Source: an optimization exercise on an open RTL-to-GDS flow (aim: small area, a short achievable clock period and few clock cycles per item). Production flows keep margins and buffers that such runs may drop. The RTL was checked by simulation tests, not by an equivalence proof against the original design. No activity file was given, so power comes from the tool's default toggle rates.

==> flow/design.v, too long to show whole: its modules and the start of the top module <==
// module scr_search: 1474 lines
module scr_search(clk,rst,start,R_fixed,angle1,adder,error,X,Y,done);
  // ...
==> flow/flow/run.sh <==
#!/bin/bash
set -euo pipefail
export BUFFER_PORTS_ARGS="-buffer_cell sky130_fd_sc_hd__buf_2"
sed 's/SETUP_SLACK_MARGIN=[0-9.]*/SETUP_SLACK_MARGIN=6.5/' standard.sh > standard_m.sh
grep -q 'SETUP_SLACK_MARGIN=6.5' standard_m.sh
bash standard_m.sh > standard_flow.log 2>&1
==> flow/standard.sh <==
#!/bin/bash
# synth_recipe.tcl (not shown) runs the flow's synth.tcl, then flattens the netlist and writes it again
# the make line also repeats each setting of config.mk as NAME=value (left out here)
make -C /OpenROAD-flow-scripts/flow DESIGN_CONFIG=/design/flow/config.mk WORK_HOME=/design/flow/orfs CLKGATE_MAP_FILE= SYNTH_SCRIPT=/design/flow/synth_recipe.tcl "${@:-finish}"
==> flow/config.mk <==
export PLATFORM = sky130hd
export DESIGN_NAME = scr_search
export DESIGN_NICKNAME = scr_search
export VERILOG_FILES = /design/flow/design.v
export SDC_FILE = /design/flow/constraint.sdc
export NUM_CORES = 4
export LEC_CHECK = 0
export CAP_MARGIN = 20
export CORE_MARGIN = 2
export CORE_UTILIZATION = 15
export PLACE_DENSITY = 0.3
export SETUP_SLACK_MARGIN = 5
export SLEW_MARGIN = 20
==> flow/constraint.sdc <==
create_clock -name core_clock -period 12.0 [get_ports {clk}]
set_input_delay 2.4000 -clock core_clock [delete_from_list [all_inputs] [get_ports {clk}]]
set_output_delay 2.4000 -clock core_clock [all_outputs]
set_load 0.01 [all_outputs]
==> impl_metrics.py, run 1 <==
metrics = {
    "run_status": {
        "status": "no timing/DRC/antenna violations",
    },
    "routing": {
        "vias_per_cell": 5.90,
        "wl_met1_mm": 51.6,
        "top_layer": "met4",
        "wl_met2_mm": 55.5,
    },
    "finish": {
        "layout-drive-gt1-share": 0.424,
        "nNetsFinal": 2412,
        "clk_share": 0.0127,
        "nFlopsAndLatches": 63,
        "most-common-layout-cells": "262 x buf_4, 142 x nor2_1, 132 x nand2_1",
        "top_area_cell_class": "multi-input combinational cells",
        "layout_commonest_cell": "buf_4",
    },
    "clock_tree": {
        "post_cts_resized": 620,
        "clock_sinks": 63,
        "ctsLongestPathBuffers": 2,
    },
    "yosys": {
        "synth_warnings": 1,
        "synth.area.top_cells": "edfxtp_1 11%, nor2_1 4.3%, nand2_1 3.7%, a21oi_1 3.6%, o21ai_0 3.5%",
        "synth_seq_cells": 63,
        "syn_inst": 2063,
        "synth_top_family_by_area": "simple AND/OR/NAND/NOR gates",
        "yosys.area.top_type_share": 0.109,
        "synthArstFlopShare": 0,
    },
    "timing": {
        "maxSlewViolCount": 0,
        "maxSlewHeadroom": 0.215,
    },
    "critical_path": {
        "cp_cell_sequence": "fa_1, inv_1, ha_1, nand2_2, or4_4, nand3b_1, mux2i_2, a311oi_4, buf_6, mux2i_2, mux2i_1, and2_1, buf_2",
        "cp-start-kind": "register",
        "path_buf_inv": 3,
        "r2r-end": "emax[1]",
        "cp-end-kind": "primary output",
        "critPathTopFamily": "simple AND/OR/NAND/NOR gates",
        "cp.arrival_ns": 3.75,
        "crit_slowest_cell": "fa_1",
    },
    "power_and_ir_drop": {
        "vdd_drop_max_uv": 54.8,
        "p_comb_frac": 0.718,
        "p_switching_mw": 1.03,
        "p_seq_frac": 0.144,
        "pwr_density_cell_nw_per_um2": 84.4,
        "leakage_nw": 8.48,
    },
    "grt": {
        "antenna_found_initial": 3,
    },
    "min_path": {
        "hp-class": "register to register",
        "hp-start": "done",
    },
    "placed_design": {
        "gp_congestion": 0.994,
    },
    "die": {
        "dieHeight_um": 319,
    },
}
Testbench counts, summed over its fixed seeds: cycles 384, queries 384.
==> inputs of run 2 (changes only) <==
==> flow/flow/run.sh (replaced) <==
#!/bin/bash
# The standard layout (the standard.sh, unchanged synthesis and steps), with one change:
# the port buffers that global placement inserts are plain buffers instead of the default cell.
set -euo pipefail
export BUFFER_PORTS_ARGS="-buffer_cell sky130_fd_sc_hd__buf_2"
bash standard.sh > standard_flow.log 2>&1
==> run 2 against run 1 <==
  * Critical endpoint is now ta[4]
  * Wire length down 11%
  * Cell count fell by 7.7%
  * Register-to-register slack improved by 0.07 ns
  * Sequential share of layout area is 3.1 points higher
  * Via count fell by 10%
  * Still clean on timing, DRC and antenna
==> impl_metrics.py, run 2 <==
metrics = {
    "power_and_ir_drop": {
        "switching_share": 0.525,
        "p_switching_mw": 0.853,
        "p_comb_frac": 0.631,
        "pwr_density_cell_nw_per_um2": 96.9,
        "leakage_nw": 5.86,
        "p_seq_frac": 0.179,
        "internal_power_mw": 0.770,
        "p_clk_frac": 0.190,
        "vdd_drop_max_uv": 77.6,
    },
    "timing": {
        "whs_ns": 0.463,
        "setup_viol": 0,
        "clock.fmax_mhz": 142,
        "rsz0062_at_grt": "true",
        "fin_crit_sh": 0.586,
        "min_period_ns": 7.04,
        "maxSlewViolCount": 0,
        "worst_pin_slew_ns": 1.30,
        "skew_ns": 0.00218,
        "setup-tns-final_ns": 0,
        "finalHoldViolCount": 0,
        "maxSlewHeadroom": 0.119,
    },
    "finish": {
        "layout-drive-gt1-share": 0.110,
        "most-common-layout-cells": "168 x nor2_1, 144 x nand2_1, 106 x a21oi_1",
        "fin_util": 0.170,
        "nFillCells": 11300,
        "layout_top_registers": "ta: 10 flops, tb: 10 flops, xr: 10 flops",
        "nNetsFinal": 2133,
        "syn2layout_area_growth_pct": 12.8,
        "layout_commonest_cell": "nor2_1",
        "final_cells": 3330,
    },
    "yosys": {
        "synth_compound_area_frac": 0.342,
        "syn_nets": 2159,
        "synthDistinctLibCells": 116,
        "synth_top_cell_by_area": "edfxtp_1",
        "synth_warnings": 1,
        "synth_mux_area_frac": 0.0186,
        "yosys.area_share.adder": 0.0583,
        "yosysMostFrequentCell": "nor2_1",
        "synth_edf_count": 54,
        "synth_seq_cells": 63,
        "synth.area.top_cells": "edfxtp_1 11%, nor2_1 4.3%, nand2_1 3.7%, a21oi_1 3.6%, o21ai_0 3.5%",
        "yosys.area.top_type_share": 0.109,
        "ys.flop_type": "edfxtp_1",
        "syn_area_per_cell_um2": 7.19,
        "synthArstFlopShare": 0,
        "netlist_area_um2": 14800,
        "synth_xor_area_frac": 0.0106,
        "synth_seq_area_share": 0.121,
        "synthTopCellsByCount": "169 x nor2_1, 145 x nand2_1, 107 x a21oi_1",
        "syn_inst": 2063,
        "synth_top_family_by_area": "simple AND/OR/NAND/NOR gates",
        "yosys.area_share.simple": 0.368,
    },
    "critical_path": {
        "criticalPathCategory": "input pin to register",
        "cp-end-kind": "register",
        "cp.required_ns": 12.01,
        "cp-start-kind": "input pin",
        "r2r_slack_ns": 10.20,
        "cp.arrival_ns": 7.05,
        "crit_fanout": 36,
    },
    "routing": {
        "wirelength_mm": 115,
        "first_iter_violations": 2433,
        "drc": 0,
        "wl_per_cell_um": 34.5,
        "dr.pass1.iters": 7,
        "vias_per_cell": 5.75,
        "via_count": 19100,
        "antenna_left": 0,
    },
    "clock_tree": {
        "cts_tree": "yes",
        "clock_sinks": 63,
        "ctsLongestPathBuffers": 2,
        "clk_latency_ns": 0.34,
        "cts-root-buf": "clkbuf_16",
        "path_clk_slew_ns": 0.06,
        "cts_max_level": 3,
        "cts_inserted_buffers": 9,
    },
    "placed_design": {
        "numPortBuffers": 48,
        "gp_congestion": 0.992,
        "dp_hpwl_mm": 94.8,
        "placed_cells": 3312,
    },
    "grt": {
        "grt_pass1_wl_mm": 158,
        "grt_max_degree": 65,
        "grt_usage": 0.219,
        "grt-ovfl-total": 0,
        "antenna_found_initial": 3,
        "grt_pass1_vias": 18700,
    },
    "die": {
        "initial_utilization": 0.151,
        "core_area_um2": 98300,
        "io_pins": 49,
        "row_count": 115,
        "dieHeight_um": 319,
        "die_area_um2": 101000,
        "die_x_um": 319,
    },
    "min_path": {
        "hp-class": "register to register",
    },
    "run_status": {
        "status": "no timing/DRC/antenna violations",
    },
    "flow_run": {
        "drv_cap": 0,
    },
}
==> run 2: changes by cell type in the layout (fill, tap and decap cells not counted), sizes merged <==
| cell | delta |
|---|---|
| clkinvlp | -2 |
| diode | +1 |
| clkinv | -3 |
| bufinv | +2 |
| inv | +1 |
| clkbuf | -6 |
| buf | -256 |
| bufbuf | -15 |
==> run 2: layer usage <==
layer | track usage | wire length (µm) | vias up
li1 | - | - | 8119
met1 | 0.286 | 49000 | 9616
met2 | 0.349 | 50800 | 1149
met3 | 0.0276 | 7800 | 256
met4 | 0.118 | 7370 | 2
met5 | 0 | 16 | -
==> run 2: layout make-up <==
| type | count | area [µm²] | share of cell area |
|---|---|---|---|
| multi-input cells | 1760 | 11900 | 0.712 |
| repair buffers | 109 | 709 | 0.0424 |
| clock buffers | 11 | 233 | 0.0139 |
| clock inverters | 5 | 106 | 0.00635 |
| inverters | 94 | 355 | 0.0212 |
| diodes | 1 | 2.50 | 0.000149 |
| flip-flops and latches | 63 | 1800 | 0.108 |
| well taps | 1287 | 1610 | 0.0962 |
==> run 2: cell families (layout without fill, tap and decap cells) <==
| group | Yosys count | count (layout) |
|---|---|---|
| AOI/OAI and AO/OA | 687 | 687 |
| DFF | 63 | 63 |
| adders and majority gates | 56 | 56 |
| other | 0 | 1 |
| xor gates and xnor gates | 18 | 18 |
| muxes | 27 | 27 |
| buffers and inverters | 240 | 219 |
| and+or+nand+nor | 972 | 972 |
==> run 2: repair_timing <==
item	in CTS	in global routing
endpoints found under the setup margin	6	26
resized for setup	2	9
buffers inserted	0	1
hold buffers	0	0
pin swaps	0	2
gates cloned	0	0
==> run 2: final timing paths <==
path	to	start	cells past startpoint
max	ta[4]	angle1[1]	10
min	done	done	2
max reg2reg	emax[3]	err[0]	7
min reg2reg	done	done	2
==> run 2: worst max-delay path, cell delays in order <==
cell	delay, ns
buf_2	0.38
o311ai_0	1.03
nand2_1	0.18
a221o_1	0.48
nor3_1	0.77
nor2b_1	0.36
a21oi_1	0.45
nand4_1	0.17
nor3_1	0.48
nand4_1	0.33
==> run 2: power groups by stage <==
stage	Combinational, mW	Sequential, mW	Clock [mW]
after global placement	1.01	0.298	0
after floorplan	0.588	0.279	0
final	1.02	0.290	0.309
after detailed placement	0.985	0.298	0
after global routing	1.07	0.294	0.330
after CTS	0.990	0.293	0.323
==> run 2: through the flow <==
stage | setup WS [ns] | total power [mW] | cell area (µm²)
after CTS | 5.00 | 1.61 | 16700
after global routing | 4.93 | 1.70 | 16700
after global placement | 4.26 | 1.31 | 16300
after floorplan | 5.93 | 0.867 | 14800
after detailed placement | 4.48 | 1.28 | 16400
final | 4.96 | 1.62 | 16700

[static timing again, ports no longer ideal]
No port has a modelled driver above. Below, the same layouts with a new extraction and two added sets of constraints. Step 1: set_driving_cell puts a clkbuf_16 on clk and a buf_2 on each other input, an assumption about the parent block. Step 2 times the ports against the registers' clock, not the clock port: input delays grow and output delays shrink by t, the midpoint of the rising clock arrivals with the driver on. Slacks: ideal ports / drivers / drivers and shift; pairs: ideal ports / drivers.
run	t, ns	setup WS [ns]	hold WS [ns]
run 1	0.398	5.846 / 5.798 / 5.743	0.470 / 0.470 / 0.470
run 2	0.392	4.963 / 4.987 / 4.595	0.463 / 0.463 / 0.463
After both steps every run listed still meets setup and hold. For run 2, which loses most, drivers alone change the setup slack by +0.024 ns; drivers and shift together by -0.368 ns.
